Source: an optimization exercise on an open RTL-to-GDS flow (aim: small area). Production flows keep margins and buffers that such runs may drop.

run 1:
// kitchenTimer
module kitchenTimer (
	input		M_INPUT,
	input		S_INPUT,
	input		START,
	input		STOP,
	input		UP_DOWN,
	input		CLK,
	input		RES,
	output		DIG_1,
	output		DIG_2,
	output		DIG_3,
	output		DIG_4,
	output	[6:0]	LIGHT_SEG,
	output		DP,
	output		ARM
);
Settings: LEC_CHECK=0, CAP_MARGIN=20, CORE_MARGIN=2, CORE_UTILIZATION=70, SLEW_MARGIN=20; clock period 10.0 ns.
standard.sh (not shown) runs the stock make flow with config.mk's settings and CLKGATE_MAP_FILE= SYNTH_SCRIPT=/design/flow/synth_recipe.tcl, a recipe that flattens the netlist after the stock synthesis.
==> flow/flow/run.sh <==
#!/bin/bash
# Standard synthesis, then an area-oriented re-mapping of its combinational
# logic (registers untouched), then the standard layout steps with smaller
# port buffers and clock tree settings.
set -euo pipefail
W=$(pwd)
RES=$W/orfs/results/sky130hd/kitchenTimer/base
bash standard.sh synth > $W/log_1_standard_synth.txt 2>&1
cp $RES/1_2_yosys.v $W/std_synth.v
yosys -c $W/flow/remap.tcl > $W/log_2_remap.txt 2>&1
if grep -qE "^\s*(reg|always)\b" $W/remapped.v; then echo "remapped netlist is not structural" >&2; exit 1; fi
cp $W/remapped.v $RES/1_2_yosys.v
bash standard.sh \
  "BUFFER_PORTS_ARGS=-buffer_cell sky130_fd_sc_hd__buf_1" \
  "CTS_ARGS=-sink_clustering_enable -repair_clock_nets -dont_use_dummy_load -buf_list {sky130_fd_sc_hd__clkbuf_4 sky130_fd_sc_hd__clkbuf_8}" \
  finish > $W/log_3_layout.txt 2>&1
==> flow/flow/remap.tcl <==
# Re-map the standard synthesis's combinational logic for area.  Flip-flops and
# tie cells are kept as they are (same instances, names and cell types).
yosys -import
set lib $::env(FLOW_HOME)/platforms/sky130hd/lib/sky130_fd_sc_hd__tt_025C_1v80.lib
set dont_use {sky130_fd_sc_hd__probe_p_8 sky130_fd_sc_hd__probec_p_8 sky130_fd_sc_hd__lpflow_bleeder_1 sky130_fd_sc_hd__lpflow_clkbufkapwr_1 sky130_fd_sc_hd__lpflow_clkbufkapwr_16 sky130_fd_sc_hd__lpflow_clkbufkapwr_2 sky130_fd_sc_hd__lpflow_clkbufkapwr_4 sky130_fd_sc_hd__lpflow_clkbufkapwr_8 sky130_fd_sc_hd__lpflow_clkinvkapwr_1 sky130_fd_sc_hd__lpflow_clkinvkapwr_16 sky130_fd_sc_hd__lpflow_clkinvkapwr_2 sky130_fd_sc_hd__lpflow_clkinvkapwr_4 sky130_fd_sc_hd__lpflow_clkinvkapwr_8 sky130_fd_sc_hd__lpflow_decapkapwr_12 sky130_fd_sc_hd__lpflow_decapkapwr_3 sky130_fd_sc_hd__lpflow_decapkapwr_4 sky130_fd_sc_hd__lpflow_decapkapwr_6 sky130_fd_sc_hd__lpflow_decapkapwr_8 sky130_fd_sc_hd__lpflow_inputiso0n_1 sky130_fd_sc_hd__lpflow_inputiso0p_1 sky130_fd_sc_hd__lpflow_inputiso1n_1 sky130_fd_sc_hd__lpflow_inputiso1p_1 sky130_fd_sc_hd__lpflow_inputisolatch_1 sky130_fd_sc_hd__lpflow_isobufsrc_1 sky130_fd_sc_hd__lpflow_isobufsrc_16 sky130_fd_sc_hd__lpflow_isobufsrc_2 sky130_fd_sc_hd__lpflow_isobufsrc_4 sky130_fd_sc_hd__lpflow_isobufsrc_8 sky130_fd_sc_hd__lpflow_isobufsrckapwr_16 sky130_fd_sc_hd__lpflow_lsbuf_lh_hl_isowell_tap_1 sky130_fd_sc_hd__lpflow_lsbuf_lh_hl_isowell_tap_2 sky130_fd_sc_hd__lpflow_lsbuf_lh_hl_isowell_tap_4 sky130_fd_sc_hd__lpflow_lsbuf_lh_isowell_4 sky130_fd_sc_hd__lpflow_lsbuf_lh_isowell_tap_1 sky130_fd_sc_hd__lpflow_lsbuf_lh_isowell_tap_2 sky130_fd_sc_hd__lpflow_lsbuf_lh_isowell_tap_4}
set du_args {}
foreach c $dont_use { lappend du_args -dont_use $c }
read_liberty -ignore_miss_func $lib
read_verilog std_synth.v
hierarchy -top $::env(FLOW_TOP)
blackbox sky130_fd_sc_hd__*df* sky130_fd_sc_hd__*dl* sky130_fd_sc_hd__conb_1
flatten
yosys rename -hide w:*.*
opt_clean -purge
opt_clean
abc -liberty $lib {*}$du_args -script flow/area.abc
opt_clean -purge
splitnets
opt_clean -purge
select $::env(FLOW_TOP)
write_verilog -noattr -nohex -nodec -selected remapped.v
Other scripts of this flow, unchanged in this note and not shown: flow/flow/area.abc
Per the final summary, run 1 finished and its layout is clean on timing, DRC and antenna.
For run 2, these inputs were changed with respect to run 1:
diff --git a/flow/flow/run.sh b/flow/flow/run.sh
--- a/flow/flow/run.sh
+++ b/flow/flow/run.sh
@@ -9,5 +9,4 @@
 cp $RES/1_2_yosys.v $W/std_synth.v
 yosys -c $W/flow/remap.tcl > $W/log_2_remap.txt 2>&1
-if grep -qE "^\s*(reg|always)\b" $W/remapped.v; then echo "remapped netlist is not structural" >&2; exit 1; fi
 cp $W/remapped.v $RES/1_2_yosys.v
 bash standard.sh \
diff --git a/flow/flow/remap.tcl b/flow/flow/remap.tcl
--- a/flow/flow/remap.tcl
+++ b/flow/flow/remap.tcl
@@ -9,5 +9,5 @@
 read_verilog std_synth.v
 hierarchy -top $::env(FLOW_TOP)
-blackbox sky130_fd_sc_hd__*df* sky130_fd_sc_hd__*dl* sky130_fd_sc_hd__conb_1
+blackbox sky130_fd_sc_hd__df* sky130_fd_sc_hd__conb_1
 flatten
 yosys rename -hide w:*.*
Run 2 | ERROR | netlist read-in after synthesis (1_synth).
Relative to run 2, the following input files were edited for run 3:
diff --git a/flow/flow/run.sh b/flow/flow/run.sh
--- a/flow/flow/run.sh
+++ b/flow/flow/run.sh
@@ -12,4 +12,4 @@
 bash standard.sh \
   "BUFFER_PORTS_ARGS=-buffer_cell sky130_fd_sc_hd__buf_1" \
-  "CTS_ARGS=-sink_clustering_enable -repair_clock_nets -dont_use_dummy_load -buf_list {sky130_fd_sc_hd__clkbuf_4 sky130_fd_sc_hd__clkbuf_8}" \
+  "CTS_ARGS=-sink_clustering_enable -repair_clock_nets -dont_use_dummy_load" \
   finish > $W/log_3_layout.txt 2>&1
Notes after the runs:
Run 3 failed in netlist read-in after synthesis (1_synth) with STA-0171.
Function was not checked in any run of this note: the RTL went through the layout flow alone.

port drivers added, routing unchanged:
The flow's constraints put no driver on any port. The routed layout listed below was extracted and timed again, unchanged, in two steps.
Step 1, drivers: a clkbuf_16 drives CLK and a buf_2 each remaining input, both assumed.
Step 2 also shifts input and output timing later by t, the mid clock arrival at the registers, as if the neighbouring blocks saw the same clock.
Three values: ideal ports, drivers, drivers and shift; two values: the first two.
run: run 1
t, ns: 0.379
setup WS [ns]: 6.193 / 6.165 / 6.544
hold WS [ns]: 0.393 / 0.393 / 0.393
After both steps setup and hold are still met in run 1. For run 1, drivers alone change the setup slack by -0.028 ns; drivers and shift together by +0.351 ns.
